This is an optimization exercise on Yosys and OpenROAD, whose aim is small area and a short achievable clock period, not a production implementation. In this exercise RTL edits were held to simulation tests only and were not proved equivalent to the original. Power figures rest on the tool's default switching activity, not on a simulated workload.

**flow/flow/outbuf_place.tcl**
```tcl
# Move each output port's buffer next to the flip-flop that drives it, after
# global placement: the buffer, not the flip-flop, then drives the long wire
# to the port.
set ob_block [ord::get_db_block]
set ob_count 0
foreach bterm [$ob_block getBTerms] {
  if {[$bterm getIoType] ne "OUTPUT"} { continue }
  set net [$bterm getNet]
  if {$net eq "NULL"} { continue }
  set buf ""
  foreach it [$net getITerms] { if {[$it isOutputSignal]} { set buf [$it getInst] } }
  if {$buf eq ""} { continue }
  set in ""
  foreach it [$buf getITerms] { if {[$it isInputSignal]} { set in [$it getNet] } }
  if {$in eq "" || $in eq "NULL"} { continue }
  set src ""
  foreach it [$in getITerms] { if {[$it isOutputSignal]} { set src [$it getInst] } }
  if {$src eq ""} { continue }
  set bb [$src getBBox]
  $buf setLocation [$bb xMax] [$bb yMin]
  $buf setPlacementStatus PLACED
  incr ob_count
}
puts "outbuf_place: moved $ob_count output buffers"
```
**flow/flow/run.sh**
```bash
#!/bin/bash
# Layout flow: the standard ORFS flow (standard.sh), synthesis unchanged,
# with these changes to the later steps:
#  - the port buffers are plain buffers, not the delay cells buffer_ports
#    otherwise picks;
#  - clock tree synthesis without dummy loads and with larger sink clusters;
#  - slow low-power inverters and delay cells are kept out of the layout
#    steps (the platform's own don't-use list plus these);
#  - the address decoder and read-tree gates start at drive strengths that
#    fit their fanout (flow/presize.tcl, after floorplanning);
#  - each output port's buffer is moved next to the flip-flop that drives it
#    after global placement (flow/outbuf_place.tcl), so that the buffer
#    drives the wire to the port.
# Each step's full log stays under orfs/logs; make's own output goes to
# flow_synth.log and flow_layout.log here.
set -euo pipefail
here=$(pwd)

bash standard.sh synth > "$here/flow_synth.log" 2>&1

cts_args="-sink_clustering_enable -repair_clock_nets -dont_use_dummy_load"
cts_args="$cts_args -sink_clustering_size 30 -sink_clustering_max_diameter 60"

platform_dont_use=$(make -s -C "$FLOW_HOME" -f - print <<'MK'
include platforms/sky130hd/config.mk
print:
	@echo $(DONT_USE_CELLS)
MK
)
dont_use="$platform_dont_use sky130_fd_sc_hd__clkinvlp_* sky130_fd_sc_hd__dlygate4sd*"
dont_use="$dont_use sky130_fd_sc_hd__clkdlybuf4s* sky130_fd_sc_hd__dlymetal6s*"

bash standard.sh \
  DONT_USE_CELLS="$dont_use" \
  BUFFER_PORTS_ARGS="-buffer_cell sky130_fd_sc_hd__buf_2" \
  CTS_ARGS="$cts_args" \
  POST_FLOORPLAN_TCL="$here/flow/presize.tcl" \
  POST_GLOBAL_PLACE_TCL="$here/flow/outbuf_place.tcl" \
  finish > "$here/flow_layout.log" 2>&1
```
**flow/constraint.sdc**
```tcl
create_clock -name core_clock -period 5.0 [get_ports {clk}]
set_input_delay 1.0000 -clock core_clock [delete_from_list [all_inputs] [get_ports {clk}]]
set_output_delay 1.0000 -clock core_clock [all_outputs]
set_load 0.01 [all_outputs]
```
**flow/flow/presize.tcl**
```tcl
# Starting drive strengths for the decoder and read-tree gates of mem_core,
# set after floorplanning so that placement and timing repair start from
# gates that can drive their known fanout. Each gate is found by the name of
# the net it drives and keeps its function; only the drive strength changes.
set presize_rules {
  {*.g_lit\[*\].u_inv.y}   4
  {*.addr_n\[*\]}          4
  {*.u_wr_n.y}             4
  {*.u_pd.y}               2
  {u_in.*.u_wl.y}          4
  {u_in.*.u_we.y}          2
  {*.u_wl.y}               2
  {*.u_we.y}               2
  {*.u_r.y}                2
  {*.u_r3.y}               2
  {u_in.*.g64.u_q.y}       2
}
set presize_count 0
set presize_db [ord::get_db]
foreach net [[ord::get_db_block] getNets] {
  set name [$net getName]
  set size ""
  foreach {pattern strength} $presize_rules {
    if {[string match $pattern $name]} { set size $strength; break }
  }
  if {$size eq ""} { continue }
  foreach iterm [$net getITerms] {
    if {![$iterm isOutputSignal]} { continue }
    set inst [$iterm getInst]
    set master [[$inst getMaster] getName]
    if {![regexp {^(.*_)[0-9]+$} $master -> stem]} { continue }
    set target [$presize_db findMaster "${stem}${size}"]
    if {$target eq "NULL" || [$target getName] eq $master} { continue }
    replace_cell [$inst getName] [$target getName]
    incr presize_count
  }
}
puts "presize: resized $presize_count gates"
```
**flow/design.v**
```verilog
module memory_in(
    input [7:0] data,
    input [5:0] addr,
    input wr,
    input clk,
    output [7:0] out
);
  mem_core #(.A(6), .LO(3)) u_core (
    .data(data), .addr(addr), .wr(wr), .clk(clk), .out(out)
  );
endmodule
module memory_out(
    input [7:0] data,
    input [3:0] addr,
    input wr,
    input clk,
    output [7:0] out
);
  mem_core #(.A(4), .LO(2)) u_core (
    .data(data), .addr(addr), .wr(wr), .clk(clk), .out(out)
  );
endmodule
module memory_weight(
    input [7:0] data,
    input [3:0] addr,
    input wr,
    input clk,
    output [7:0] out
);
  mem_core #(.A(4), .LO(2)) u_core (
    .data(data), .addr(addr), .wr(wr), .clk(clk), .out(out)
  );
endmodule
module lr_memories(
    input        clk,
    input  [7:0] in_data,
    input  [5:0] in_addr,
    input        in_wr,
    output [7:0] in_q,
    input  [7:0] out_data,
    input  [3:0] out_addr,
    input        out_wr,
    output [7:0] out_q,
    input  [7:0] w_data,
    input  [3:0] w_addr,
    input        w_wr,
    output [7:0] w_q
);
  memory_in u_in (
    .data(in_data), .addr(in_addr), .wr(in_wr), .clk(clk), .out(in_q)
  );
  memory_out u_out (
    .data(out_data), .addr(out_addr), .wr(out_wr), .clk(clk), .out(out_q)
  );
  memory_weight u_w (
    .data(w_data), .addr(w_addr), .wr(w_wr), .clk(clk), .out(w_q)
  );
endmodule
module mem_core #(
    parameter A  = 6,
    parameter LO = 3
) (
    input  [7:0]   data,
    input  [A-1:0] addr,
    input          wr,
    input          clk,
    output [7:0]   out
);
  localparam N  = 1 << A;
  localparam HI = A - LO;
  localparam NA = 1 << LO;
  localparam NB = 1 << HI;
  genvar i, b, m;
  wire [A-1:0]  addr_n;
  wire          wr_n;
  wire [NA-1:0] pa [1:0];
  wire [NB-1:0] pb [1:0];
  genvar s;
  c_inv u_wr_n (.a(wr), .y(wr_n));
  generate
    for (i = 0; i < A; i = i + 1) begin : g_lit
      c_inv u_inv (.a(addr[i]), .y(addr_n[i]));
    end
    for (s = 0; s < 2; s = s + 1) begin : g_set
      for (i = 0; i < NA; i = i + 1) begin : g_pa
        if (LO == 3) begin : g3
          c_and4 u_pd (.a(i[0] ? addr[0] : addr_n[0]),
                       .b(i[1] ? addr[1] : addr_n[1]),
                       .c(i[2] ? addr[2] : addr_n[2]),
                       .d(s ? wr : wr_n), .y(pa[s][i]));
        end else begin : g2
          c_and3 u_pd (.a(i[0] ? addr[0] : addr_n[0]),
                       .b(i[1] ? addr[1] : addr_n[1]),
                       .c(s ? wr : wr_n), .y(pa[s][i]));
        end
      end
      for (i = 0; i < NB; i = i + 1) begin : g_pb
        if (HI == 3) begin : g3
          c_and3 u_pd (.a(i[0] ? addr[LO] : addr_n[LO]),
                       .b(i[1] ? addr[LO+1] : addr_n[LO+1]),
                       .c(i[2] ? addr[LO+2] : addr_n[LO+2]), .y(pb[s][i]));
        end else begin : g2
          c_and2 u_pd (.a(i[0] ? addr[LO] : addr_n[LO]),
                       .b(i[1] ? addr[LO+1] : addr_n[LO+1]), .y(pb[s][i]));
        end
      end
    end
  endgenerate
  wire [N-1:0] wl;
  wire [N-1:0] we;
  wire [7:0]   word_q [N-1:0];
  generate
    for (i = 0; i < N; i = i + 1) begin : g_word
      reg [7:0] word;
      c_and2 u_wl (.a(pa[0][i % NA]), .b(pb[0][i / NA]), .y(wl[i]));
      c_and2 u_we (.a(pa[1][i % NA]), .b(pb[1][i / NA]), .y(we[i]));
      always @ (posedge clk)
        if (we[i])
          word <= data;  
      assign word_q[i] = word;
    end
  endgenerate
  wire [7:0] q_d;
  reg  [7:0] q;
  generate
    for (b = 0; b < 8; b = b + 1) begin : g_bit
      wire [N/8-1:0] p;
      for (m = 0; m < N/8; m = m + 1) begin : g_grp
        c_ao8 u_p (.w(wl[8*m+7:8*m]),
                   .d({word_q[8*m+7][b], word_q[8*m+6][b], word_q[8*m+5][b],
                       word_q[8*m+4][b], word_q[8*m+3][b], word_q[8*m+2][b],
                       word_q[8*m+1][b], word_q[8*m][b]}),
                   .y(p[m]));
      end
      wire wd;
      c_and2 u_wd (.a(wr), .b(data[b]), .y(wd));
      if (N == 64) begin : g64
        wire [3:0] r_n;
        for (m = 0; m < 3; m = m + 1) begin : g_or
          c_nor2 u_r (.a(p[2*m]), .b(p[2*m+1]), .y(r_n[m]));
        end
        c_nor3 u_r3 (.a(p[6]), .b(p[7]), .c(wd), .y(r_n[3]));
        c_nand4 u_q (.a(r_n[0]), .b(r_n[1]), .c(r_n[2]), .d(r_n[3]), .y(q_d[b]));
      end else begin : g16
        c_or3 u_q (.a(p[0]), .b(p[1]), .c(wd), .y(q_d[b]));
      end
    end
  endgenerate
  always @ (posedge clk)
    q <= q_d;  
  assign out = q;
endmodule
module c_inv (input a, output y);
  assign y = ~a;
endmodule
module c_nand2 (input a, input b, output y);
  assign y = ~(a & b);
endmodule
module c_nand3 (input a, input b, input c, output y);
  assign y = ~(a & b & c);
endmodule
module c_nand4 (input a, input b, input c, input d, output y);
  assign y = ~(a & b & c & d);
endmodule
module c_nor2 (input a, input b, output y);
  assign y = ~(a | b);
endmodule
module c_nor3 (input a, input b, input c, output y);
  assign y = ~(a | b | c);
endmodule
module c_and2 (input a, input b, output y);
  assign y = a & b;
endmodule
module c_and3 (input a, input b, input c, output y);
  assign y = a & b & c;
endmodule
module c_and4 (input a, input b, input c, input d, output y);
  assign y = a & b & c & d;
endmodule
module c_or3 (input a, input b, input c, output y);
  assign y = a | b | c;
endmodule
module c_ao8 (input [7:0] w, input [7:0] d, output y);
  assign y = |(w & d);
endmodule
```
**flow/standard.sh**
```bash
#!/bin/bash
# synth_recipe.tcl (not shown) runs the flow's synth.tcl, then flattens the netlist and writes it again
# the make line also repeats each setting of config.mk as NAME=value (left out here)
make -C /OpenROAD-flow-scripts/flow DESIGN_CONFIG=/design/flow/config.mk WORK_HOME=/design/flow/orfs CLKGATE_MAP_FILE= SYNTH_SCRIPT=/design/flow/synth_recipe.tcl "${@:-finish}"
```
**flow/config.mk**
```make
export PLATFORM = sky130hd
export DESIGN_NAME = lr_memories
export DESIGN_NICKNAME = lr_memories
export VERILOG_FILES = /design/flow/design.v
export SDC_FILE = /design/flow/constraint.sdc
export NUM_CORES = 4
export LEC_CHECK = 0
export CAP_MARGIN = 20
export CORE_MARGIN = 2
export CORE_UTILIZATION = 70
export CTS_CLUSTER_DIAMETER = 60
export CTS_CLUSTER_SIZE = 30
export GPL_ROUTABILITY_DRIVEN = 0
export PLACE_DENSITY = 0.8
export SETUP_SLACK_MARGIN = 3.0
export SLEW_MARGIN = 20
export SYNTH_HIERARCHICAL = 1
export SYNTH_MINIMUM_KEEP_SIZE = 0
export TNS_END_PERCENT = 0
```
==> results.txt, run 1 <==
----------------------------------------------------
[Status]
  Status ... timing/DRC/antenna clean

[Routing]
  Met3 WL post-DR ... 5500 um
  Routed met1 length ... 25300 um
  First drt pass iteration count ... 6
  Highest routed metal layer ... met4
  Post-Route WL ... 66600 um
  Post-route DRC violation count ... 0
  Remaining antenna violation count ... 0
  Met2 wire length ... 32700 um
  Mean number of vias per cell ... 7.22
  Wirelength per Cell ... 29.2 um
  Via total after detailed routing ... 16500
  Starting DRT DRC Count ... 2239

[Synth]
  Synthesized net count ... 1667
  Number of register bits inferred by synthesis ... 792
  Sequential fraction of the synthesis area ... 0.806
  Yosys warning count ... 8
  Post-synthesis instance total ... 1625
  Post-synthesis cell area ... 0.0292 sq mm
  Distinct cell type count after synthesis ... 11
  Mean instance size in the synthesized netlist ... 18.0 sq um

[Global route]
  GR Util All Layers ... 0.308
  Largest net degree at the start of global routing ... 56
  Total congestion overflow ... 0
  Number of antenna violations at the first check in global routing ... 0
  Number of global-route vias before repair ... 16000
  Wire length of the first global-routing pass ... 99100 um

[Floorplanning]
  Number of cell rows ... 74
  Top Ports ... 66
  Starting density of the core ... 0.712
  Die Span X ... 208 um
  Core Box Area ... 0.0410 sq mm
  Overall die height ... 208 um
  Die Area ... 0.0434 sq mm

[CTS]
  Number of sinks handled by clock tree synthesis ... 792
  CTS clk-pin slew, worst paths ... 0.10 ns
  CTS tree ... done
  Root Driver ... clkbuf_16
  H-tree levels ... 2
  Clock Path Buffers ... 3
  Hold buffer count at CTS ... 0
  TritonCTS Buffers ... 39
  Worst-skew pair later-pin latency ... 0.61 ns

[Power]
  Largest vdd supply drop ... 0.289 mV
  Total power ... 0.0110 W
  Static power due to leakage ... 10.1 nW
  Power Dens Cells ... 342 mW/mm^2

[Layout]
  Diodes inserted ... 0
  Total number of nets in the final design ... 1792
  Area growth from synthesis to final layout ... 10.5%
  Ratio of cells with drive above 1 in the final layout ... 0.281
  Non-filler instance count after layout ... 2280

[Timing]
  Clock period minus final worst setup slack ... 2.14 ns
  Tightest slew margin relative to the limit ... 0.270
  Final period utilization ... 0.428
  Setup Viol. Count Final ... 0
  Actual transition at the worst max-transition pin ... 1.10 ns
  Maximum clock frequency ... 467 MHz
  Fin. Hold Viols ... 0
  Unrepaired setup endpoints after global routing ... yes
  Setup Skew ... 0.0656 ns
  Count of pins over their slew limit ... 0
  Total negative setup slack ... 0 ns
  Fin Hold WS ... 0.571 ns

[Setup path]
  Critical-path maximum fanout ... 9
  Type of the worst setup path ... in -> reg
  Data required time at the worst endpoint ... 5.46 ns
  Gate family responsible for the most delay along the worst path ... simple AND/OR/NAND/NOR gates
  Critical path launch point type ... input pin
  Arr. time, crit path ... 2.60 ns
  Number of buffers and inverters on the critical path ... 2
  Worst-path cell with the longest stage delay ... nor3_4
  Largest stage delay on the critical path ... 0.36 ns
  Setup crit end kind ... flop
  Critical Path, Cell by Cell ... buf_4 -> inv_4 -> and3_4 -> and2_4 -> a22oi_2 -> nand4_1 -> nor3_4 -> nand4_2

[Placement]
  Number of instances in the placed design ... 2230
  I/O Buffers ... 65
  DP Wirelength ... 44500 um

[Min path]
  Class of the worst hold path ... reg -> reg

[Job]
  Number of maximum-capacitance violations ... 0

----------------------------------------------------
## layout make-up
type                    count  area (sq um)
fillers                  2152          8740
clock buffers              39           976
multi-input cells         816          6500
inverters                  17           101
well taps                 532           666
repair buffers             84           484
flip-flops and latches    792         23500
## layout by cell type, fill, tap and decap left out, drive strengths merged
cell type,synthesis,final
a22oi,384,384
and3,32,32
edfxtp,768,768
or3,16,16
nand4,104,104
dfxtp,24,24
clkbuf,0,41
nor2,24,24
nor3,8,8
and2,232,232
and4,16,16
inv,17,17
buf,0,82
## worst paths after layout
| kind | depth (start not counted) | to | slack [ns] | start |
|---|---|---|---|---|
| min | 3 | u_w.u_core.q[5] | 0.57 | u_w.u_core.g_word[9].word[5] |
| max | 8 | u_in.u_core.q[4] | 2.86 | in_addr[3] |
| max reg2reg | 4 | u_in.u_core.q[2] | 3.49 | u_in.u_core.g_word[50].word[2] |
| min reg2reg | 3 | u_w.u_core.q[5] | 0.57 | u_w.u_core.g_word[9].word[5] |
## cells by family (layout without fill, tap and decap cells)
family                 Yosys count  count (layout)  share of synthesized area
and+or+nand+nor                432             432                     0.0929
buffers and inverters           17             140                    0.00219
AOI/OAI and AO/OA              384             384                     0.0987
DFF                            792             792                      0.806
## cell usage after synthesis (all sizes together)
cell | n | area share
edfxtp | 768 | 0.79
a22oi | 384 | 0.099
and2 | 232 | 0.050
nand4 | 104 | 0.022
and3 | 32 | 0.0069
dfxtp | 24 | 0.016
nor2 | 24 | 0.0031
inv | 17 | 0.0022
and4 | 16 | 0.0048
or3 | 16 | 0.0034
nor3 | 8 | 0.0027
## tightest hold or removal path, cell delays in order, from the launching register on
cell,delay (ns)
edfxtp_1,0.33
a22oi_1,0.06
nand4_1,0.08
or3_1,0.09
## metal layers
layer | up-vias | GRT usage
met4 | 0 | 0.139
met1 | 8311 | 0.418
met2 | 986 | 0.504
met5 | - | 0
met3 | 173 | 0.0495
li1 | 6989 | -
## registers in the layout, summed over array words and instances (netlist names)
signal,cells
u_in.u_core.g_word.word,512
u_in.u_core.q,8
u_out.u_core.g_word.word,128
u_out.u_core.q,8
u_w.u_core.g_word.word,128
u_w.u_core.q,8
## repair_timing
action | in CTS | in global routing
gates resized for setup | 60 | 4
setup endpoints to repair | 46 | 109
buffers inserted | 11 | 0
pin swaps | 31 | 4
## report_power, final
group / leakage [nW] / total, W / internal, W / switching, W
Combinational: 2.46 / 0.000439 / 0.000124 / 0.000315
Sequential: 7.12 / 0.00739 / 0.00737 / 0.0000285
Clock: 0.481 / 0.00321 / 0.00140 / 0.00181
## per-module statistics from Yosys (local to each module, per instance), excerpt
module / copies in the design / flops+latches / cells inside
c_ao8: 96 / 0 / 5
c_nor3: 8 / 0 / 1
c_and4: 16 / 0 / 1
c_and2: 232 / 0 / 1
c_and3: 32 / 0 / 1
c_nand4: 8 / 0 / 1
c_or3: 16 / 0 / 1
c_inv: 17 / 0 / 1
c_nor2: 24 / 0 / 1
## stage by stage
step | worst slack, ns | util | instance area (sq um)
after floorplan | 2.95 | - | 29700
after global placement | 1.95 | 0.755 | 31000
after detailed placement | 1.88 | 0.755 | 31000
after CTS | 2.93 | 0.786 | 32300
after global routing | 2.84 | 0.787 | 32300
final | 2.86 | 0.787 | 32300
==> inputs of run 2 (changes only) <==
--- a/flow/config.mk
+++ b/flow/config.mk
@@ -10,8 +10,7 @@
 export CORE_UTILIZATION = 70
 export CTS_CLUSTER_DIAMETER = 60
 export CTS_CLUSTER_SIZE = 30
-export GPL_ROUTABILITY_DRIVEN = 0
-export PLACE_DENSITY = 0.8
+export PLACE_DENSITY = 0.75
 export SETUP_SLACK_MARGIN = 3.0
 export SLEW_MARGIN = 20
 export SYNTH_HIERARCHICAL = 1
==> run 2 against run 1 <==
Effect of this change: critical path depth down 1; non-clock buffer count up 1; die area unchanged; clock power up 5%; global-route usage up 0.51 points; critical endpoint is now u_out.u_core.q[3].
==> results.txt, run 2 <==
----------------------------------------------------
[Status]
  Status ... timing/DRC/antenna clean

[Timing]
  Fin Hold WS ... 0.591 ns
  Maximum clock frequency ... 477 MHz
  Count of pins over their slew limit ... 0
  Fin. Hold Viols ... 0
  Total negative setup slack ... 0 ns
  Setup Skew ... 0.0342 ns
  Final period utilization ... 0.419
  Tightest slew margin relative to the limit ... 0.316
  Unrepaired setup endpoints after global routing ... yes
  Actual transition at the worst max-transition pin ... 1.03 ns
  Setup Viol. Count Final ... 0
  Clock period minus final worst setup slack ... 2.09 ns

[Synth]
  Mux cell area share after synthesis ... 0
  XOR/XNOR share of the synthesized area ... 0
  Most frequent cell after synthesis ... edfxtp_1
  Mean instance size in the synthesized netlist ... 18.0 sq um
  Yosys warning count ... 8
  Basic-gate share of the synthesized area counting and, or, nand and nor cells ... 0.0929
  Number of register bits inferred by synthesis ... 792
  Synth Area in Compound Gates ... 0.0987
  Post-synthesis cell area ... 0.0292 sq mm
  Largest family of logic cells by synthesized area ... compound AO/OA/AOI/OAI gates
  Most frequent cells after synthesis ... 768 x edfxtp_1, 384 x a22oi_1, 232 x and2_1
  Count of flip-flops with a built-in enable after synthesis ... 768
  Post-synthesis instance total ... 1625
  Most area-consuming cells after synthesis ... edfxtp_1 79%, a22oi_1 9.9%, and2_1 5.0%, nand4_1 2.2%, dfxtp_1 1.6%
  Synth area leader ... edfxtp_1
  Synthesized net count ... 1667
  Area share of fa/ha/maj cells after synthesis ... 0
  Sequential fraction of the synthesis area ... 0.806
  Share of Yosys cell area claimed by the top area cell type ... 0.790
  Fraction of registers with async set/reset ... 0
  Distinct cell type count after synthesis ... 11
  Most instantiated flip-flop cell in the synthesis netlist ... edfxtp_1

[Power]
  Switching part of the total ... 0.198
  Seq pwr share ... 0.659
  Power Dens Cells ... 344 mW/mm^2
  Largest vdd supply drop ... 0.501 mV
  Static power due to leakage ... 10.2 nW
  Share of power burned in combinational logic ... 0.041
  Total power ... 0.0112 W
  Internal power component ... 0.00900 W
  Switching power total ... 0.00222 W
  Share of total power in the clock network ... 0.300

[Setup path]
  Setup crit end kind ... flop
  Worst-path cell with the longest stage delay ... or3_4
  RR Endpoint ... u_in.u_core.q[0]
  Critical Path, Cell by Cell ... buf_2 -> inv_4 -> and3_2 -> and2_2 -> a22oi_2 -> nand4_1 -> or3_4
  Arr. time, crit path ... 2.55 ns
  Largest stage delay on the critical path ... 0.44 ns
  Path depth of the worst reg2reg path ... 4
  Internal reg-to-reg setup slack ... 3.54 ns
  Critical path launch point type ... input pin
  Critical-path maximum fanout ... 8
  Data required time at the worst endpoint ... 5.45 ns
  Type of the worst setup path ... in -> reg
  Reg-to-reg critical path startpoint ... u_in.u_core.g_word[59].word[0]

[Layout]
  Total number of nets in the final design ... 1796
  Commonest cells after routing, fill and taps aside ... 768 x edfxtp_1, 278 x a22oi_1, 138 x and2_2
  Final cell area excluding filler cells ... 0.0327 sq mm
  Area growth from synthesis to final layout ... 11.8%
  Diodes inserted ... 0
  Registers with the highest flip-flop counts ... u_in.u_core.g_word.word: 512 flops, u_out.u_core.g_word.word: 128 flops, u_w.u_core.g_word.word: 128 flops
  Number of flip-flops under the largest register name ... 512
  Ratio of cells with drive above 1 in the final layout ... 0.309
  Reg with most FFs ... u_in.u_core.g_word.word
  Most common cell after layout, fill and taps aside ... edfxtp_1

[Placement]
  Placed cell area ... 0.0310 sq mm
  I/O Buffers ... 65
  DP Wirelength ... 43600 um

[Routing]
  Via total after detailed routing ... 16300
  Mean number of vias per cell ... 7.11
  First drt pass iteration count ... 6
  Post-route DRC violation count ... 0
  Starting DRT DRC Count ... 2023
  Post-Route WL ... 67100 um
  Remaining antenna violation count ... 0
  Wirelength per Cell ... 29.4 um

[Floorplanning]
  Top Ports ... 66
  Number of cell rows ... 74
  Die Area ... 0.0434 sq mm
  Overall die height ... 208 um
  Starting density of the core ... 0.712
  Die Span X ... 208 um
  Core Box Area ... 0.0410 sq mm

[Global route]
  Number of global-route vias before repair ... 15900
  Number of antenna violations at the first check in global routing ... 0
  Largest net degree at the start of global routing ... 59
  Total congestion overflow ... 0
  Wire length of the first global-routing pass ... 100000 um
  GR Util All Layers ... 0.313

[Min path]
  Hold endpoint ... u_out.u_core.q[4]
  Class of the worst hold path ... reg -> reg
  Count of cells along the worst hold path ... 3
  Launch instance of the worst min-delay path ... u_out.u_core.g_word[14].word[4]

[CTS]
  H-tree levels ... 2
  Number of sinks handled by clock tree synthesis ... 792
  TritonCTS Buffers ... 42
  CTS clk-pin slew, worst paths ... 0.08 ns
  Worst-skew pair later-pin latency ... 0.59 ns
  Clock Path Buffers ... 3
  Root Driver ... clkbuf_16
  CTS tree ... done

[Job]
  Number of maximum-capacitance violations ... 0

----------------------------------------------------
==> run 2: routing by layer <==
metal	vias up	wire length (um)	GRT usage	part of all wire
met5	-	0	0	0
met2	905	32500	0.503	0.48
li1	6999	-	-	-
met4	0	2260	0.102	0.034
met1	8219	26400	0.447	0.39
met3	127	5950	0.0565	0.089
==> run 2: power groups by stage <==
stage	Sequential (W)	Clock, W	Combinational (W)
6_report	0.00740	0.00337	0.000458
5_1_grt	0.00740	0.00360	0.000486
4_1_cts	0.00740	0.00340	0.000445
3_5_place_dp	0.00754	0	0.000420
3_3_place_gp	0.00755	0	0.000393
2_1_floorplan	0.00755	0	0.000146
==> run 2: worst max-delay path by stage <==
stage                           from                 to  slack (ns)  cells after the start
floorplan                out_addr[1]  u_out.u_core.q[0]        2.95                      6
global placement               in_wr   u_in.u_core.q[1]        1.98                      8
detailed placement             in_wr   u_in.u_core.q[1]        1.98                      8
CTS                 u_in.u_core.q[5]            in_q[5]        2.93                      1
global route              in_addr[2]   u_in.u_core.q[5]        2.91                      8
finish                   out_addr[0]  u_out.u_core.q[3]        2.91                      7
==> run 2: final cells by class <==
cell class | count | area (sq um)
clock buffer | 42 | 1050
fill | 2162 | 8360
inverter | 17 | 101
multi-input combinational | 816 | 6750
sequential | 792 | 23500
tap | 532 | 666
timing repair buffer | 85 | 546
==> run 2: modules after synthesis, one instance, submodules excluded, a selection <==
module | flip-flops and latches | times used | cells inside
c_ao8 | 0 | 96 | 5
c_and2 | 0 | 232 | 1
c_and3 | 0 | 32 | 1
c_or3 | 0 | 16 | 1
c_inv | 0 | 17 | 1
c_nor2 | 0 | 24 | 1
c_and4 | 0 | 16 | 1
c_nor3 | 0 | 8 | 1
c_nand4 | 0 | 8 | 1
==> run 2: through the flow <==
stage                      util  worst slack [ns]  cells
after floorplan               -              2.95   1625
after detailed placement  0.755              1.98   2230
after global routing      0.796              2.91   2284
final                     0.796              2.91   2284
after global placement    0.755              1.98   2230
after CTS                 0.791              2.93   2281
==> run 2: critical path, delay by kind of cell <==
family / cells / cell delay, ns
AO/OA/AOI/OAI: 1 / 0.18
buffers and inverters: 2 / 0.21
AND/OR/NAND/NOR: 4 / 1.15
==> run 2: logic make-up (layout without fill, tap and decap cells) <==
kind of cell           after synthesis  in the layout
flip-flops                         792            792
buffers and inverters               17            144
AND/OR/NAND/NOR                    432            432
AO/OA/AOI/OAI                      384            384
==> run 2: what timing repair did <==
action                                  in CTS  in global routing
hold buffers                                 0                  0
gates resized for setup                     95                 45
gates cloned                                 0                  1
endpoints found under the setup margin      58                 72
setup buffers                                9                  2
pin swaps                                   48                 50
==> inputs of run 3 (changes only) <==
--- a/flow/config.mk
+++ b/flow/config.mk
@@ -10,7 +10,7 @@
 export CORE_UTILIZATION = 70
 export CTS_CLUSTER_DIAMETER = 60
 export CTS_CLUSTER_SIZE = 30
-export PLACE_DENSITY = 0.75
+export PLACE_DENSITY = 0.8
 export SETUP_SLACK_MARGIN = 3.0
 export SLEW_MARGIN = 20
 export SYNTH_HIERARCHICAL = 1
==> run 3 against run 2 <==
Effect of this change: critical path depth up 2; combinational power down 5.9%; global-route usage decreased by 0.45 points; highest routed layer unchanged; sequential share of layout area up 0.87 points; flip-flop and latch count is the same; wire length decreased by 1.5%; sequential power about the same; worst setup slack better by 0.0023 ns; clock skew is 0.025 ns higher; design area is 1.2% lower.
==> results.txt, run 3 <==
----------------------------------------------------
[Timing]
  Count of pins over their slew limit ... 0
  Total negative setup slack ... 0 ns
  Tightest slew margin relative to the limit ... 0.232
  Setup Viol. Count Final ... 0
  Setup Skew ... 0.0595 ns
  Maximum clock frequency ... 478 MHz
  Unrepaired setup endpoints after global routing ... yes
  Clock period minus final worst setup slack ... 2.09 ns
  Actual transition at the worst max-transition pin ... 1.15 ns
  Fin. Hold Viols ... 0
  Final period utilization ... 0.418

[Layout]
  Area growth from synthesis to final layout ... 10.5%
  Reg with most FFs ... u_in.u_core.g_word.word
  Registers with the highest flip-flop counts ... u_in.u_core.g_word.word: 512 flops, u_out.u_core.g_word.word: 128 flops, u_w.u_core.g_word.word: 128 flops
  Final core occ ... 0.787
  Most common cell after layout, fill and taps aside ... edfxtp_1
  Number of flip-flops under the largest register name ... 512
  Commonest cells after routing, fill and taps aside ... 768 x edfxtp_1, 311 x a22oi_1, 144 x and2_2
  Total number of nets in the final design ... 1786
  Ratio of cells with drive above 1 in the final layout ... 0.285
  Fillers ... 2164

[Routing]
  Via total after detailed routing ... 16200
  First drt pass iteration count ... 6
  Starting DRT DRC Count ... 2114
  Mean number of vias per cell ... 7.14
  Remaining antenna violation count ... 0
  Post-route DRC violation count ... 0
  Post-Route WL ... 66100 um
  Wirelength per Cell ... 29.0 um

[Setup path]
  Reg-to-reg critical path startpoint ... u_in.u_core.g_word[48].word[7]
  Path depth of the worst reg2reg path ... 4
  Setup crit start ... in_wr
  Critical-path maximum fanout ... 17
  Arr. time, crit path ... 2.55 ns
  Type of the worst setup path ... in -> reg
  Critical path launch point type ... input pin
  RR Endpoint ... u_in.u_core.q[7]
  Internal reg-to-reg setup slack ... 3.60 ns
  Setup crit end kind ... flop
  Data required time at the worst endpoint ... 5.46 ns
  Worst setup path endpoint ... u_in.u_core.q[7]

[Synth]
  Synth area leader ... edfxtp_1
  Most area-consuming cells after synthesis ... edfxtp_1 79%, a22oi_1 9.9%, and2_1 5.0%, nand4_1 2.2%, dfxtp_1 1.6%
  Yosys warning count ... 8
  Most frequent cell after synthesis ... edfxtp_1
  Post-synthesis cell area ... 0.0292 sq mm
  Fraction of registers with async set/reset ... 0
  Sequential fraction of the synthesis area ... 0.806
  Count of flip-flops with a built-in enable after synthesis ... 768
  Most frequent cells after synthesis ... 768 x edfxtp_1, 384 x a22oi_1, 232 x and2_1
  Most instantiated flip-flop cell in the synthesis netlist ... edfxtp_1
  Distinct cell type count after synthesis ... 11
  Post-synthesis instance total ... 1625
  Number of register bits inferred by synthesis ... 792
  Mean instance size in the synthesized netlist ... 18.0 sq um
  Share of Yosys cell area claimed by the top area cell type ... 0.790
  Synthesized net count ... 1667

[Min path]
  Launch instance of the worst min-delay path ... u_w.u_core.g_word[9].word[4]
  Class of the worst hold path ... reg -> reg

[Floorplanning]
  Top Ports ... 66
  Die Span X ... 208 um
  Number of cell rows ... 74
  Core Box Area ... 0.0410 sq mm
  Overall die height ... 208 um
  Die Area ... 0.0434 sq mm
  Starting density of the core ... 0.712

[CTS]
  TritonCTS Buffers ... 39
  Root Driver ... clkbuf_16
  Hold buffer count at CTS ... 0
  Number of sinks handled by clock tree synthesis ... 792
  H-tree levels ... 2
  CTS tree ... done
  Worst-skew pair later-pin latency ... 0.60 ns
  Clock Path Buffers ... 3
  CTS clk-pin slew, worst paths ... 0.10 ns

[Global route]
  Largest net degree at the start of global routing ... 66
  Wire length of the first global-routing pass ... 99700 um
  Total congestion overflow ... 0
  Number of global-route vias before repair ... 16100
  Number of antenna violations at the first check in global routing ... 1
  GR Util All Layers ... 0.309

[Placement]
  I/O Buffers ... 65
  DP Wirelength ... 43600 um

[Power]
  Static power due to leakage ... 10.0 nW
  Largest vdd supply drop ... 0.338 mV
  Power Dens Cells ... 343 mW/mm^2

[Job]
  Number of maximum-capacitance violations ... 0

[Status]
  Status ... timing/DRC/antenna clean

----------------------------------------------------
## run 3: modules after synthesis, one instance, submodules excluded, excerpt
module | area (sq um) | flops+latches | cells
c_inv | 3.75 | 0 | 1
c_ao8 | 36.3 | 0 | 5
c_or3 | 6.26 | 0 | 1
c_and3 | 6.26 | 0 | 1
c_nor3 | 10.0 | 0 | 1
c_and4 | 8.76 | 0 | 1
c_and2 | 6.26 | 0 | 1
c_nand4 | 6.26 | 0 | 1
c_nor2 | 3.75 | 0 | 1
## run 3: kinds of logic after synthesis
| group | count (synthesis) | share of synthesized area |
|---|---|---|
| DFF | 792 | 0.806 |
| AOI/OAI and AO/OA | 384 | 0.0987 |
| and+or+nand+nor | 432 | 0.0929 |
| buffers and inverters | 17 | 0.00219 |
## run 3: what timing repair did
action                     in CTS  in global routing
hold endpoints to repair        0                  0
pin swaps                      29                 29
gates cloned                    0                  0
setup endpoints to repair      46                 50
setup buffers                   4                  2
resized for setup              43                 31
## run 3: metrics by stage
stage | cells | hold slack, ns | power [W] | setup WS (ns) | area [sq um]
after floorplan | 1625 | 0.517 | 0.00770 | 2.95 | 29700
after global placement | 2229 | 0.534 | 0.00793 | 2.04 | 31000
after detailed placement | 2229 | 0.568 | 0.00796 | 1.98 | 31000
after CTS | 2272 | 0.592 | 0.0111 | 2.91 | 32100
after global routing | 2275 | 0.623 | 0.0113 | 2.88 | 32300
final | 2275 | 0.594 | 0.0111 | 2.91 | 32300
## run 3: area by class of cell
class / instances / area (sq um) / share of cell area
diodes: 1 / 2.50 / 0.0000776
well taps: 532 / 666 / 0.0206
multi-input cells: 816 / 6530 / 0.202
clock buffers: 39 / 976 / 0.0302
inverters: 17 / 98.8 / 0.00306
flip-flops and latches: 792 / 23500 / 0.730
repair buffers: 78 / 445 / 0.0138
## run 3: power by group
part           internal [W]  switching (W)
registers           0.00737      0.0000296
clock network       0.00140        0.00183
logic              0.000123       0.000308
## run 3: metal layers
metal / vias to the layer above / share of wire / track usage
li1: 6974 / - / -
met1: 8259 / 0.39 / 0.431
met2: 864 / 0.50 / 0.511
met3: 140 / 0.085 / 0.0539
met4: 0 / 0.030 / 0.0930
met5: - / 0 / 0
## run 3: critical path, cell delays in order
cell     delay [ns]
buf_6          0.14
inv_4          0.07
and4_4         0.21
buf_1          0.10
and2_4         0.18
a22oi_1        0.22
nand4_1        0.25
nor2_2         0.26
nand4_2        0.11
## run 3: how the worst min path moves through the flow
stage                                   end  slack, ns  depth (start not counted)
after floorplan           u_out.u_core.q[0]       0.52                          3
after global placement      u_w.u_core.q[0]       0.53                          3
after detailed placement    u_w.u_core.q[4]       0.57                          3
after CTS                   u_w.u_core.q[4]       0.59                          3
after global routing        u_w.u_core.q[5]       0.62                          3
final                       u_w.u_core.q[4]       0.59                          3
==> inputs of run 4 (changes only) <==
--- a/flow/flow/run.sh
+++ b/flow/flow/run.sh
@@ -10,7 +10,8 @@
 #    fit their fanout (flow/presize.tcl, after floorplanning);
 #  - each output port's buffer is moved next to the flip-flop that drives it
 #    after global placement (flow/outbuf_place.tcl), so that the buffer
-#    drives the wire to the port.
+#    drives the wire to the port;
+#  - timing repair only sizes gates and swaps pins, without inserting buffers.
 # Each step's full log stays under orfs/logs; make's own output goes to
 # flow_synth.log and flow_layout.log here.
 set -euo pipefail
@@ -34,6 +35,7 @@
   DONT_USE_CELLS="$dont_use" \
   BUFFER_PORTS_ARGS="-buffer_cell sky130_fd_sc_hd__buf_2" \
   CTS_ARGS="$cts_args" \
+  SETUP_MOVE_SEQUENCE="unbuffer,sizeup,swap" \
   POST_FLOORPLAN_TCL="$here/flow/presize.tcl" \
   POST_GLOBAL_PLACE_TCL="$here/flow/outbuf_place.tcl" \
   finish > "$here/flow_layout.log" 2>&1
==> run 4 against run 3 <==
Effect of this change: largest cell class unchanged; register-to-register slack barely moved; sequential share of layout area rose by 0.14 points; area after synthesis did not move.
==> results.txt, run 4 <==
----------------------------------------------------
[CTS]
  Root Driver ... clkbuf_16
  TritonCTS Buffers ... 39
  H-tree levels ... 2
  CTS tree ... done
  Number of sinks handled by clock tree synthesis ... 792
  Setup repair bufs after CTS ... 0
  Worst-skew pair later-pin latency ... 0.60 ns
  CTS clk-pin slew, worst paths ... 0.10 ns
  Clock Path Buffers ... 3
  Hold buffer count at CTS ... 0

[Setup path]
  Data required time at the worst endpoint ... 5.48 ns
  Type of the worst setup path ... in -> reg
  Critical path launch point type ... input pin
  Setup crit end kind ... flop
  Reg-to-reg critical path startpoint ... u_in.u_core.g_word[48].word[7]
  Critical-path maximum fanout ... 17
  Arr. time, crit path ... 2.58 ns
  Setup crit start ... in_wr

[Placement]
  Number of instances in the placed design ... 2229
  I/O Buffers ... 65
  DP Wirelength ... 43600 um
  Worst-case setup slack after placement ... 1.98 ns

[Routing]
  Remaining antenna violation count ... 0
  Starting DRT DRC Count ... 2065
  Post-Route WL ... 65900 um
  Post-route DRC violation count ... 0
  Mean number of vias per cell ... 7.14
  Wirelength per Cell ... 29.1 um
  Via total after detailed routing ... 16200
  First drt pass iteration count ... 5

[Layout]
  Ratio of cells with drive above 1 in the final layout ... 0.283
  Number of flip-flops under the largest register name ... 512
  Final core occ ... 0.785
  Commonest cells after routing, fill and taps aside ... 768 x edfxtp_1, 314 x a22oi_1, 144 x and2_2
  Area growth from synthesis to final layout ... 10.3%
  Sequential cell area ... 0.0235 sq mm
  Most common cell after layout, fill and taps aside ... edfxtp_1
  Total number of nets in the final design ... 1780
  Diodes inserted ... 0
  Multi-input gate area in the final layout ... 0.00651 sq mm
  Registers with the highest flip-flop counts ... u_in.u_core.g_word.word: 512 flops, u_out.u_core.g_word.word: 128 flops, u_w.u_core.g_word.word: 128 flops
  Reg with most FFs ... u_in.u_core.g_word.word
  Fillers ... 2177
  Non-filler instance count after layout ... 2268

[Synth]
  Most area-consuming cells after synthesis ... edfxtp_1 79%, a22oi_1 9.9%, and2_1 5.0%, nand4_1 2.2%, dfxtp_1 1.6%
  Fraction of registers with async set/reset ... 0
  Count of flip-flops with a built-in enable after synthesis ... 768
  Most instantiated flip-flop cell in the synthesis netlist ... edfxtp_1
  Post-synthesis cell area ... 0.0292 sq mm
  Synth area leader ... edfxtp_1
  Post-synthesis instance total ... 1625
  Most frequent cells after synthesis ... 768 x edfxtp_1, 384 x a22oi_1, 232 x and2_1
  Mean instance size in the synthesized netlist ... 18.0 sq um
  Share of Yosys cell area claimed by the top area cell type ... 0.790
  Synthesized net count ... 1667
  Number of register bits inferred by synthesis ... 792
  Most frequent cell after synthesis ... edfxtp_1
  Sequential fraction of the synthesis area ... 0.806
  Distinct cell type count after synthesis ... 11
  Yosys warning count ... 8

[Timing]
  Final period utilization ... 0.420
  Clock period minus final worst setup slack ... 2.10 ns
  Setup Viol. Count Final ... 0
  Setup slack after layout ... 2.90 ns
  Unrepaired setup endpoints after global routing ... yes
  Total negative setup slack ... 0 ns
  Maximum clock frequency ... 476 MHz
  Count of pins over their slew limit ... 0
  Tightest slew margin relative to the limit ... 0.252
  Fin. Hold Viols ... 0
  Setup Skew ... 0.0619 ns
  Actual transition at the worst max-transition pin ... 1.12 ns

[Min path]
  Launch instance of the worst min-delay path ... u_w.u_core.g_word[9].word[4]
  Class of the worst hold path ... reg -> reg

[Power]
  Total power ... 0.0111 W
  Power Dens Cells ... 343 mW/mm^2
  Static power due to leakage ... 10.0 nW
  Largest vdd supply drop ... 0.337 mV

[Floorplanning]
  Starting density of the core ... 0.712
  Die Span X ... 208 um
  Top Ports ... 66
  Core Box Area ... 0.0410 sq mm
  Number of cell rows ... 74
  Die Area ... 0.0434 sq mm
  Overall die height ... 208 um

[Global route]
  Number of antenna violations at the first check in global routing ... 0
  Number of global-route vias before repair ... 16100
  Wire length of the first global-routing pass ... 99700 um
  GR Util All Layers ... 0.309
  Total congestion overflow ... 0
  Largest net degree at the start of global routing ... 66

[Status]
  Status ... timing/DRC/antenna clean

[Job]
  Number of maximum-capacitance violations ... 0

----------------------------------------------------
[run 4: cell counts after synthesis]
Identical to the previous run, type by type.
[run 4: stage by stage]
| step | hold slack (ns) | instance area, sq um |
|---|---|---|
| CTS | 0.592 | 32100 |
| global placement | 0.534 | 31000 |
| finish | 0.599 | 32200 |
| global route | 0.623 | 32200 |
| floorplan | 0.517 | 29700 |
| detailed placement | 0.568 | 31000 |
[run 4: worst max-delay path, cell delays in order]
cell	delay [ns]
buf_6	0.13
inv_2	0.09
and4_4	0.27
and2_4	0.21
a22oi_2	0.18
nand4_1	0.22
nor3_4	0.35
nand4_2	0.12
[run 4: logic make-up (layout without fill, tap and decap cells)]
logic type | Yosys count | count (layout) | synth area share
AO/OA/AOI/OAI | 384 | 384 | 0.0987
flip-flops | 792 | 792 | 0.806
buffers and inverters | 17 | 128 | 0.00219
AND/OR/NAND/NOR | 432 | 432 | 0.0929
[run 4: path summary, 6_finish.rpt]
kind                                    endpoint  slack (ns)  depth (start not counted)
worst max-delay path            u_in.u_core.q[4]        2.90                          8
worst min-delay path             u_w.u_core.q[4]        0.60                          3
worst max register to register  u_in.u_core.q[7]        3.61                          4
worst min register to register   u_w.u_core.q[4]        0.60                          3
[run 4: what timing repair did]
action,in CTS,in global routing
resized for setup,43,25
pin swaps,27,18
endpoints found under the setup margin,46,50
[run 4: power by group]
| group | switching (W) | total [W] | internal (W) |
|---|---|---|---|
| Combinational | 0.000307 | 0.000429 | 0.000122 |
| Sequential | 0.0000294 | 0.00740 | 0.00737 |
| Clock | 0.00183 | 0.00323 | 0.00140 |
| Total | 0.00217 | 0.0111 | 0.00889 |
[run 4: per-layer routing]
layer / routed length (um) / track usage / vias to the layer above
li1: - / - / 6976
met1: 25300 / 0.432 / 8200
met2: 32800 / 0.510 / 892
met3: 5780 / 0.0537 / 131
met4: 1980 / 0.0915 / 0
met5: 0 / 0 / -
[run 4: modules after synthesis, one instance, submodules excluded, excerpt]
module / flops+latches / times used / cell area [sq um] / cells inside
c_ao8: 0 / 96 / 36.3 / 5
c_nor2: 0 / 24 / 3.75 / 1
c_or3: 0 / 16 / 6.26 / 1
c_and2: 0 / 232 / 6.26 / 1
c_nand4: 0 / 8 / 6.26 / 1
c_inv: 0 / 17 / 3.75 / 1
c_and3: 0 / 32 / 6.26 / 1
c_and4: 0 / 16 / 8.76 / 1
c_nor3: 0 / 8 / 10.0 / 1
[run 4: layout make-up]
class,instances,area share
sequential,792,0.731
inverter,17,0.00299
tap,532,0.0207
timing repair buffer,72,0.0128
clock buffer,39,0.0303
multi-input combinational,816,0.202
==> inputs of run 5 (changes only) <==
--- a/flow/flow/run.sh
+++ b/flow/flow/run.sh
@@ -10,8 +10,7 @@
 #    fit their fanout (flow/presize.tcl, after floorplanning);
 #  - each output port's buffer is moved next to the flip-flop that drives it
 #    after global placement (flow/outbuf_place.tcl), so that the buffer
-#    drives the wire to the port;
-#  - timing repair only sizes gates and swaps pins, without inserting buffers.
+#    drives the wire to the port.
 # Each step's full log stays under orfs/logs; make's own output goes to
 # flow_synth.log and flow_layout.log here.
 set -euo pipefail
@@ -35,7 +34,6 @@
   DONT_USE_CELLS="$dont_use" \
   BUFFER_PORTS_ARGS="-buffer_cell sky130_fd_sc_hd__buf_2" \
   CTS_ARGS="$cts_args" \
-  SETUP_MOVE_SEQUENCE="unbuffer,sizeup,swap" \
   POST_FLOORPLAN_TCL="$here/flow/presize.tcl" \
   POST_GLOBAL_PLACE_TCL="$here/flow/outbuf_place.tcl" \
   finish > "$here/flow_layout.log" 2>&1
--- a/flow/flow/presize.tcl
+++ b/flow/flow/presize.tcl
@@ -10,7 +10,7 @@
   {u_in.*.u_wl.y}          4
   {u_in.*.u_we.y}          2
   {*.u_wl.y}               2
-  {*.u_we.y}               2
+  {*.u_we.y}               1
   {*.u_r.y}                2
   {*.u_r3.y}               2
   {u_in.*.g64.u_q.y}       2
==> run 5 against run 4 <==
Effect of this change: sequential share of layout area is 0.079 points lower; worst setup slack worse by 0.081 ns; first-iteration DRC count is 8.1% higher; clock-buffer cell count stayed put; register-to-register slack worse by 0.07 ns; via count is 0.67% higher; fmax is 3.7% lower; still clean on timing, DRC and antenna; synthesized cell count stayed put; critical endpoint is now u_in.u_core.q[1]; critical path depth is 1 lower.
==> results.txt, run 5 <==
----------------------------------------------------
[Routing]
  Post-route DRC violation count ... 0
  Post-Route WL ... 65300 um
  Remaining antenna violation count ... 0
  First drt pass iteration count ... 7
  Wirelength per Cell ... 28.7 um
  Mean number of vias per cell ... 7.16
  Starting DRT DRC Count ... 2232
  Via total after detailed routing ... 16300

[Setup path]
  Arr. time, crit path ... 2.65 ns
  Setup crit end kind ... flop
  Critical path launch point type ... input pin
  Worst-path cell with the longest stage delay ... nor3_4
  Path depth of the worst reg2reg path ... 4
  Largest stage delay on the critical path ... 0.35 ns
  Data required time at the worst endpoint ... 5.47 ns
  Critical-path maximum fanout ... 9
  Type of the worst setup path ... in -> reg
  Critical Path, Cell by Cell ... buf_2 -> and3_2 -> and2_4 -> a22oi_1 -> nand4_1 -> nor3_4 -> nand4_2
  Reg-to-reg critical path startpoint ... u_in.u_core.g_word[51].word[3]
  Setup crit start ... in_addr[5]

[Synth]
  Most frequent cell after synthesis ... edfxtp_1
  Fraction of registers with async set/reset ... 0
  Largest family of logic cells by synthesized area ... compound AO/OA/AOI/OAI gates
  Synthesized net count ... 1667
  Share of Yosys cell area claimed by the top area cell type ... 0.790
  Sequential fraction of the synthesis area ... 0.806
  Mean instance size in the synthesized netlist ... 18.0 sq um
  Mux cell area share after synthesis ... 0
  Most instantiated flip-flop cell in the synthesis netlist ... edfxtp_1
  XOR/XNOR share of the synthesized area ... 0
  Synth area leader ... edfxtp_1
  Count of flip-flops with a built-in enable after synthesis ... 768
  Yosys warning count ... 8
  Post-synthesis instance total ... 1625
  Number of register bits inferred by synthesis ... 792
  Area share of fa/ha/maj cells after synthesis ... 0
  Most frequent cells after synthesis ... 768 x edfxtp_1, 384 x a22oi_1, 232 x and2_1
  Distinct cell type count after synthesis ... 11
  Most area-consuming cells after synthesis ... edfxtp_1 79%, a22oi_1 9.9%, and2_1 5.0%, nand4_1 2.2%, dfxtp_1 1.6%
  Post-synthesis cell area ... 0.0292 sq mm
  Basic-gate share of the synthesized area counting and, or, nand and nor cells ... 0.0929
  Synth Area in Compound Gates ... 0.0987

[CTS]
  Worst-skew pair later-pin latency ... 0.59 ns
  CTS clk-pin slew, worst paths ... 0.10 ns
  H-tree levels ... 2
  CTS tree ... done
  Number of sinks handled by clock tree synthesis ... 792
  TritonCTS Buffers ... 39
  Hold buffer count at CTS ... 0
  Clock Path Buffers ... 3
  Root Driver ... clkbuf_16

[Timing]
  Total negative setup slack ... 0 ns
  Final period utilization ... 0.436
  Fin. Hold Viols ... 0
  Fin Hold WS ... 0.580 ns
  Setup Viol. Count Final ... 0
  Clock period minus final worst setup slack ... 2.18 ns
  Tightest slew margin relative to the limit ... 0.345
  Unrepaired setup endpoints after global routing ... yes
  Setup Skew ... 0.0459 ns
  Count of pins over their slew limit ... 0
  Maximum clock frequency ... 459 MHz
  Actual transition at the worst max-transition pin ... 0.983 ns

[Floorplanning]
  Core Box Area ... 0.0410 sq mm
  Die Span X ... 208 um
  Overall die height ... 208 um
  Starting density of the core ... 0.712
  Number of cell rows ... 74
  Top Ports ... 66
  Die Area ... 0.0434 sq mm

[Layout]
  Reg with most FFs ... u_in.u_core.g_word.word
  Registers with the highest flip-flop counts ... u_in.u_core.g_word.word: 512 flops, u_out.u_core.g_word.word: 128 flops, u_w.u_core.g_word.word: 128 flops
  Total number of nets in the final design ... 1789
  Final cell area excluding filler cells ... 0.0322 sq mm
  Most common cell after layout, fill and taps aside ... edfxtp_1
  Number of flip-flops under the largest register name ... 512
  Ratio of cells with drive above 1 in the final layout ... 0.268
  Area growth from synthesis to final layout ... 10.4%
  Fillers ... 2191
  Commonest cells after routing, fill and taps aside ... 768 x edfxtp_1, 318 x a22oi_1, 112 x and2_2
  Diodes inserted ... 0

[Global route]
  Wire length of the first global-routing pass ... 96700 um
  Number of global-route vias before repair ... 15600
  Largest net degree at the start of global routing ... 58
  Total congestion overflow ... 0
  Number of antenna violations at the first check in global routing ... 1
  GR Util All Layers ... 0.304

[Power]
  Static power due to leakage ... 10.0 nW
  Share of total power in the clock network ... 0.291
  Largest vdd supply drop ... 0.417 mV
  Switching part of the total ... 0.195
  Seq pwr share ... 0.670
  Power Dens Cells ... 342 mW/mm^2
  Share of power burned in combinational logic ... 0.040
  Switching power total ... 0.00215 W
  Internal power component ... 0.00889 W

[Min path]
  Class of the worst hold path ... reg -> reg
  Count of cells along the worst hold path ... 3
  Launch instance of the worst min-delay path ... u_w.u_core.g_word[12].word[2]

[Placement]
  I/O Buffers ... 65
  DP Wirelength ... 43200 um
  Placed cell area ... 0.0309 sq mm

[Status]
  Status ... timing/DRC/antenna clean

[Job]
  Number of maximum-capacitance violations ... 0

----------------------------------------------------
[run 5: cell counts after synthesis]
Identical to the previous run, type by type.
[run 5: cell type report]
class	count	area, sq um	share of cell area
Clock buffer	39	976	0.0303
Inverter	17	93.8	0.00291
Multi-Input combinational cell	816	6480	0.201
Sequential cell	792	23500	0.730
Tap cell	532	666	0.0206
Timing Repair Buffer	81	483	0.0150
[run 5: power by group through the flow]
stage / Sequential, W / Combinational [W] / Clock [W]
floorplan: 0.00755 / 0.000146 / 0
global placement: 0.00755 / 0.000388 / 0
detailed placement: 0.00754 / 0.000413 / 0
CTS: 0.00740 / 0.000434 / 0.00325
global route: 0.00740 / 0.000465 / 0.00347
finish: 0.00739 / 0.000437 / 0.00321
[run 5: logic make-up after synthesis]
logic type / count (synthesis)
flip-flops: 792
AND/OR/NAND/NOR: 432
AO/OA/AOI/OAI: 384
buffers and inverters: 17
[run 5: stage by stage]
stage,power [W],util,setup WS [ns],cells
finish,0.0110,0.786,2.82,2277
global route,0.0113,0.786,2.83,2277
CTS,0.0111,0.785,2.93,2277
detailed placement,0.00796,0.754,2.02,2230
global placement,0.00793,0.754,2.07,2230
floorplan,0.00770,-,2.95,1625
[run 5: per-module statistics from Yosys, one instance, submodules excluded, a selection]
module | cells | area [sq um]
c_and3 | 1 | 6.26
c_nor2 | 1 | 3.75
c_and4 | 1 | 8.76
c_nor3 | 1 | 10.0
c_ao8 | 5 | 36.3
c_inv | 1 | 3.75
[run 5: path summary, 6_finish.rpt]
path / to / slack [ns]
min reg2reg: u_w.u_core.q[2] / 0.58
max: u_in.u_core.q[1] / 2.82
max reg2reg: u_in.u_core.q[3] / 3.54
min: u_w.u_core.q[2] / 0.58
[run 5: timing repair]
action	in CTS	in global routing
pin swaps	37	4
gates resized for setup	64	8
setup endpoints to repair	52	85
cloned	0	0
endpoints found under the hold margin	0	0
buffers inserted	8	0
[run 5: metal layers]
| layer | global-route usage | routed length, um | vias up |
|---|---|---|---|
| met1 | 0.421 | 24600 | 8199 |
| li1 | - | - | 6974 |
| met2 | 0.502 | 32600 | 996 |
| met5 | 0 | 13 | - |
| met4 | 0.102 | 2150 | 2 |
| met3 | 0.0510 | 5930 | 137 |
[run 5: worst max-delay path, delay by kind of cell]
kind	cells	cell delay, ns
AO/OA/AOI/OAI	1	0.24
AND/OR/NAND/NOR	5	1.24
buffers and inverters	1	0.16
==> inputs of run 6 (changes only) <==
--- a/flow/flow/presize.tcl
+++ b/flow/flow/presize.tcl
@@ -3,14 +3,14 @@
 # gates that can drive their known fanout. Each gate is found by the name of
 # the net it drives and keeps its function; only the drive strength changes.
 set presize_rules {
-  {*.g_lit\[*\].u_inv.y}   4
-  {*.addr_n\[*\]}          4
+  {*.addr_n*}              4
+  {*.wr_n}                 4
   {*.u_wr_n.y}             4
   {*.u_pd.y}               2
   {u_in.*.u_wl.y}          4
   {u_in.*.u_we.y}          2
   {*.u_wl.y}               2
-  {*.u_we.y}               1
+  {*.u_we.y}               2
   {*.u_r.y}                2
   {*.u_r3.y}               2
   {u_in.*.g64.u_q.y}       2
==> run 6 against run 5 <==
Effect of this change: wire length about the same; cell count grew 1.4%; clock power increased by 2%; flip-flop and latch count did not move; register-to-register slack got worse by 0.05 ns; sequential share of layout area fell by 0.58 points; non-clock buffer count increased by 30; clock-buffer cell count is 1 higher; clock skew barely moved; combinational power rose by 2%; sequential power about the same; largest cell class unchanged.
==> results.txt, run 6 <==
----------------------------------------------------
[Status]
  Status ... timing/DRC/antenna clean

[CTS]
  TritonCTS Buffers ... 40
  Hold buffer count at CTS ... 0
  Root Driver ... clkbuf_16
  CTS clk-pin slew, worst paths ... 0.07 ns
  H-tree levels ... 2
  Number of sinks handled by clock tree synthesis ... 792
  Worst-skew pair later-pin latency ... 0.61 ns
  Clock Path Buffers ... 3
  CTS tree ... done

[Layout]
  Area growth from synthesis to final layout ... 11.3%
  Number of flip-flops under the largest register name ... 512
  Fillers ... 2158
  Final cell area excluding filler cells ... 0.0325 sq mm
  Reg with most FFs ... u_in.u_core.g_word.word
  Non-filler instance count after layout ... 2308
  Commonest cells after routing, fill and taps aside ... 768 x edfxtp_1, 315 x a22oi_1, 144 x and2_2
  Total number of nets in the final design ... 1820
  Registers with the highest flip-flop counts ... u_in.u_core.g_word.word: 512 flops, u_out.u_core.g_word.word: 128 flops, u_w.u_core.g_word.word: 128 flops
  Diodes inserted ... 0
  Ratio of cells with drive above 1 in the final layout ... 0.284
  Most common cell after layout, fill and taps aside ... edfxtp_1

[Power]
  Switching power total ... 0.00219 W
  Largest vdd supply drop ... 0.420 mV
  Static power due to leakage ... 10.2 nW
  Switching part of the total ... 0.197
  Share of total power in the clock network ... 0.295
  Seq pwr share ... 0.665
  Internal power component ... 0.00893 W
  Power Dens Cells ... 342 mW/mm^2
  Share of power burned in combinational logic ... 0.040

[Setup path]
  Data required time at the worst endpoint ... 5.43 ns
  Critical-path maximum fanout ... 9
  Arr. time, crit path ... 2.54 ns
  Setup crit end kind ... flop
  Reg-to-reg critical path startpoint ... u_in.u_core.g_word[51].word[3]
  Path depth of the worst reg2reg path ... 4
  Type of the worst setup path ... in -> reg
  Critical path launch point type ... input pin
  RR Endpoint ... u_in.u_core.q[3]
  Internal reg-to-reg setup slack ... 3.49 ns

[Timing]
  Final period utilization ... 0.422
  Count of pins over their slew limit ... 0
  Clock period minus final worst setup slack ... 2.11 ns
  Setup Skew ... 0.0454 ns
  Total negative setup slack ... 0 ns
  Tightest slew margin relative to the limit ... 0.292
  Maximum clock frequency ... 474 MHz
  Setup Viol. Count Final ... 0
  Actual transition at the worst max-transition pin ... 1.06 ns
  Fin. Hold Viols ... 0
  Unrepaired setup endpoints after global routing ... yes
  Fin Hold WS ... 0.578 ns

[Floorplanning]
  Top Ports ... 66
  Die Area ... 0.0434 sq mm
  Die Span X ... 208 um
  Number of cell rows ... 74
  Core Box Area ... 0.0410 sq mm
  Starting density of the core ... 0.712
  Overall die height ... 208 um

[Synth]
  Synthesized net count ... 1667
  Most instantiated flip-flop cell in the synthesis netlist ... edfxtp_1
  Number of register bits inferred by synthesis ... 792
  Yosys warning count ... 8
  Post-synthesis instance total ... 1625
  Post-synthesis cell area ... 0.0292 sq mm
  Share of Yosys cell area claimed by the top area cell type ... 0.790
  Most frequent cell after synthesis ... edfxtp_1
  Most area-consuming cells after synthesis ... edfxtp_1 79%, a22oi_1 9.9%, and2_1 5.0%, nand4_1 2.2%, dfxtp_1 1.6%
  Synth area leader ... edfxtp_1
  Fraction of registers with async set/reset ... 0
  Sequential fraction of the synthesis area ... 0.806
  Distinct cell type count after synthesis ... 11
  Count of flip-flops with a built-in enable after synthesis ... 768
  Mean instance size in the synthesized netlist ... 18.0 sq um
  Most frequent cells after synthesis ... 768 x edfxtp_1, 384 x a22oi_1, 232 x and2_1

[Global route]
  Number of global-route vias before repair ... 15900
  Wire length of the first global-routing pass ... 98100 um
  Total congestion overflow ... 0
  GR Util All Layers ... 0.306
  Number of antenna violations at the first check in global routing ... 0
  Largest net degree at the start of global routing ... 56

[Routing]
  Wirelength per Cell ... 28.3 um
  Post-Route WL ... 65300 um
  First drt pass iteration count ... 6
  Starting DRT DRC Count ... 1912
  Post-route DRC violation count ... 0
  Remaining antenna violation count ... 0
  Via total after detailed routing ... 16400
  Mean number of vias per cell ... 7.09

[Placement]
  Placed cell area ... 0.0310 sq mm
  Number of instances in the placed design ... 2231
  I/O Buffers ... 65
  DP Wirelength ... 43200 um

[Min path]
  Launch instance of the worst min-delay path ... u_w.u_core.g_word[1].word[0]
  Hold endpoint ... u_w.u_core.q[0]
  Count of cells along the worst hold path ... 3
  Class of the worst hold path ... reg -> reg

[Job]
  Number of maximum-capacitance violations ... 0

----------------------------------------------------
-- run 6: changes by cell type in the layout (fill, tap and decap cells not counted), sizes merged --
cell and delta:
buf +29, clkbuf +2
-- run 6: repair_timing --
action,CTS,global route
hold endpoints to repair,0,0
resized for setup,49,41
gates cloned,0,0
pin swaps,24,24
setup endpoints to repair,45,116
buffers inserted,27,10
-- run 6: layout make-up --
class	count	area [sq um]	area share
clock buffers	40	1000	0.0308
multi-input cells	816	6530	0.201
well taps	532	666	0.0205
flip-flops and latches	792	23500	0.725
repair buffers	111	652	0.0201
inverters	17	106	0.00327
-- run 6: cells by family (layout without fill, tap and decap cells) --
kind of cell	count (synthesis)	in the layout	synth area share
DFF	792	792	0.806
and+or+nand+nor	432	432	0.0929
AOI/OAI and AO/OA	384	384	0.0987
buffers and inverters	17	168	0.00219
-- run 6: per-module statistics from Yosys, one instance, submodules excluded, a selection --
module	copies in the design	cells	flops+latches
c_or3	16	1	0
c_and3	32	1	0
c_and4	16	1	0
c_and2	232	1	0
c_nand4	8	1	0
c_inv	17	1	0
c_nor2	24	1	0
c_ao8	96	5	0
c_nor3	8	1	0
-- run 6: critical path, stage by stage --
cell and delay, ns:
buf_8 0.10, inv_4 0.05, and4_4 0.23, buf_1 0.12, and2_4 0.20, a22oi_1 0.18, nand4_1 0.27, nor2_4 0.26
nand4_2 0.12
-- run 6: how the worst max path moves through the flow --
stage / cells after the start / end / start
3_5_place_dp: 8 / u_in.u_core.q[6] / in_wr
2_1_floorplan: 6 / u_out.u_core.q[0] / out_addr[1]
4_1_cts: 1 / in_q[4] / u_in.u_core.q[4]
6_report: 9 / u_in.u_core.q[3] / in_addr[2]
5_1_grt: 9 / u_in.u_core.q[3] / in_addr[2]
3_3_place_gp: 8 / u_in.u_core.q[3] / in_wr
-- run 6: metal layers --
layer  up-vias  track usage  part of all wire
met2       911        0.492              0.48
met4         0        0.123             0.040
li1       7035            -                 -
met5         -            0                 0
met1      8279        0.438              0.40
met3       140       0.0370             0.081
-- run 6: power groups by stage --
stage,Sequential (W),Combinational [W],Clock [W]
final,0.00740,0.000447,0.00328
after detailed placement,0.00754,0.000417,0
after CTS,0.00739,0.000437,0.00331
after floorplan,0.00755,0.000146,0
after global placement,0.00755,0.000390,0
after global routing,0.00740,0.000477,0.00353
-- run 6: stage by stage --
stage | setup slack (ns) | utilization | power (W)
global placement | 1.96 | 0.755 | 0.00794
finish | 2.89 | 0.792 | 0.0111
CTS | 2.92 | 0.787 | 0.0111
detailed placement | 1.95 | 0.756 | 0.00796
global route | 2.89 | 0.792 | 0.0114
floorplan | 2.95 | - | 0.00770
==> inputs of run 7 (changes only) <==
--- a/flow/flow/presize.tcl
+++ b/flow/flow/presize.tcl
@@ -5,14 +5,17 @@
 set presize_rules {
   {*.addr_n*}              4
   {*.wr_n}                 4
-  {*.u_wr_n.y}             4
   {*.u_pd.y}               2
   {u_in.*.u_wl.y}          4
   {u_in.*.u_we.y}          2
   {*.u_wl.y}               2
   {*.u_we.y}               2
+  {u_in.*.u_r.a}           2
+  {u_in.*.u_r.b}           2
+  {u_in.*.u_r3.a}          2
+  {u_in.*.u_r3.b}          2
   {*.u_r.y}                2
-  {*.u_r3.y}               2
+  {*.u_r3.y}               4
   {u_in.*.g64.u_q.y}       2
 }
 set presize_count 0
==> run 7 against run 6 <==
Effect of this change: global-route usage up 0.45 points; power up 0.13%; area after synthesis unchanged; combinational power down 2%; critical endpoint unchanged; wire length up 0.96%; via count down 0.95%; critical path type unchanged; non-clock buffer count down 36; first-iteration DRC count down 3.8%; sequential share of layout area down 0.33 points; clock power about the same; fmax down 3.6%; synthesized cell count unchanged.
==> results.txt, run 7 <==
----------------------------------------------------
[Synth]
  Most area-consuming cells after synthesis ... edfxtp_1 79%, a22oi_1 9.9%, and2_1 5.0%, nand4_1 2.2%, dfxtp_1 1.6%
  Fraction of registers with async set/reset ... 0
  Post-synthesis cell area ... 0.0292 sq mm
  Most frequent cell after synthesis ... edfxtp_1
  Synth area leader ... edfxtp_1
  Yosys warning count ... 8
  Synthesized net count ... 1667
  Post-synthesis instance total ... 1625
  Distinct cell type count after synthesis ... 11
  Sequential fraction of the synthesis area ... 0.806
  Number of register bits inferred by synthesis ... 792
  Count of flip-flops with a built-in enable after synthesis ... 768

[Global route]
  Number of global-route vias before repair ... 16000
  Largest net degree at the start of global routing ... 57
  Total congestion overflow ... 0

[Routing]
  Post-route DRC violation count ... 0
  Wirelength per Cell ... 29.0 um
  Starting DRT DRC Count ... 1840
  Via total after detailed routing ... 16200
  Post-Route WL ... 65900 um
  Remaining antenna violation count ... 0

[Job]
  Number of maximum-capacitance violations ... 0

[Setup path]
  Critical-path maximum fanout ... 9
  Type of the worst setup path ... in -> reg
  Reg-to-reg critical path startpoint ... u_in.u_core.g_word[48].word[1]
  Data required time at the worst endpoint ... 5.45 ns
  Internal reg-to-reg setup slack ... 3.61 ns
  RR Endpoint ... u_in.u_core.q[1]
  Critical path launch point type ... input pin

[Timing]
  Unrepaired setup endpoints after global routing ... yes
  Count of pins over their slew limit ... 0
  Fin. Hold Viols ... 0
  Final period utilization ... 0.438
  Clock period minus final worst setup slack ... 2.19 ns
  Actual transition at the worst max-transition pin ... 0.954 ns
  Setup Skew ... 0.0310 ns
  Maximum clock frequency ... 457 MHz
  Setup slack after layout ... 2.81 ns

[Layout]
  Ratio of cells with drive above 1 in the final layout ... 0.314
  Fillers ... 2113
  Number of flip-flops under the largest register name ... 512
  Area growth from synthesis to final layout ... 11.8%
  Diodes inserted ... 0
  Total number of nets in the final design ... 1785
  Reg with most FFs ... u_in.u_core.g_word.word
  Most common cell after layout, fill and taps aside ... edfxtp_1

[Power]
  Total power ... 0.0111 W
  Largest vdd supply drop ... 0.312 mV
  Power Dens Cells ... 341 mW/mm^2
  Static power due to leakage ... 10.1 nW

[Floorplanning]
  Overall die height ... 208 um
  Number of cell rows ... 74
  Core Box Area ... 0.0410 sq mm
  Die Span X ... 208 um
  Top Ports ... 66
  Starting density of the core ... 0.712

[CTS]
  CTS clk-pin slew, worst paths ... 0.07 ns
  TritonCTS Buffers ... 41
  Clock Path Buffers ... 3
  H-tree levels ... 2
  Hold buffer count at CTS ... 0
  Number of sinks handled by clock tree synthesis ... 792
  Worst-skew pair later-pin latency ... 0.59 ns

[Min path]
  Class of the worst hold path ... reg -> reg
  Count of cells along the worst hold path ... 3
  Hold endpoint ... u_w.u_core.q[5]
  Launch instance of the worst min-delay path ... u_w.u_core.g_word[9].word[5]

[Placement]
  I/O Buffers ... 65
  DP Wirelength ... 43400 um
  Worst-case setup slack after placement ... 2.02 ns

[Status]
  Status ... timing/DRC/antenna clean

----------------------------------------------------
[run 7: layout make-up]
type                            instances  area (sq um)  area share
Clock buffer                           41          1030      0.0314
Multi-Input combinational cell        816          6900       0.211
Sequential cell                       792         23500       0.721
Timing Repair Buffer                   75           408      0.0125
Inverter                               17           104     0.00318
Tap cell                              532           666      0.0204
[run 7: timing repair]
item,4_1_cts,5_1_grt
endpoints found under the hold margin,0,0
resized for setup,24,29
pin swaps,3,14
buffers inserted,0,2
setup endpoints to repair,114,115
[run 7: worst max path at each step]
| stage | startpoint | to | slack [ns] |
|---|---|---|---|
| finish | in_addr[5] | u_in.u_core.q[3] | 2.81 |
| global route | in_addr[5] | u_in.u_core.q[0] | 2.82 |
| CTS | in_wr | u_in.u_core.q[4] | 2.82 |
| detailed placement | in_wr | u_in.u_core.q[6] | 2.02 |
| global placement | in_wr | u_in.u_core.q[4] | 2.06 |
| floorplan | out_addr[1] | u_out.u_core.q[0] | 2.95 |
[run 7: cells by family after synthesis]
| logic type | share of synthesized area |
|---|---|
| DFF | 0.806 |
| buffers and inverters | 0.00219 |
| and+or+nand+nor | 0.0929 |
| AOI/OAI and AO/OA | 0.0987 |
[run 7: power by group]
part / internal (W) / switching, W
registers: 0.00737 / 0.0000264
logic: 0.000124 / 0.000317
clock network: 0.00147 / 0.00184
[run 7: critical path: stages]
cell	delay [ns]
buf_2	0.22
inv_4	0.07
and3_2	0.29
and2_4	0.21
a22oi_1	0.31
nand4_2	0.17
nor2_2	0.24
nand4_2	0.10
[run 7: metrics by stage]
stage	std cells	hold WS, ns	cell area [sq um]	utilization
floorplan	1625	0.517	29700	-
global placement	2230	0.564	31400	0.765
detailed placement	2230	0.560	31400	0.765
CTS	2271	0.590	32500	0.792
global route	2273	0.630	32600	0.796
finish	2273	0.582	32600	0.796
[run 7: modules after synthesis (local to each module, per instance), excerpt]
module	times used	cells
c_inv	17	1
c_nand4	8	1
c_and3	32	1
c_and2	232	1
c_or3	16	1
c_nor3	8	1
c_and4	16	1
[run 7: layer usage]
metal	up-vias	track usage	share of wire
li1	6979	-	-
met1	8325	0.442	0.39
met2	811	0.509	0.50
met3	95	0.0568	0.089
met4	0	0.0779	0.023
met5	-	0	0
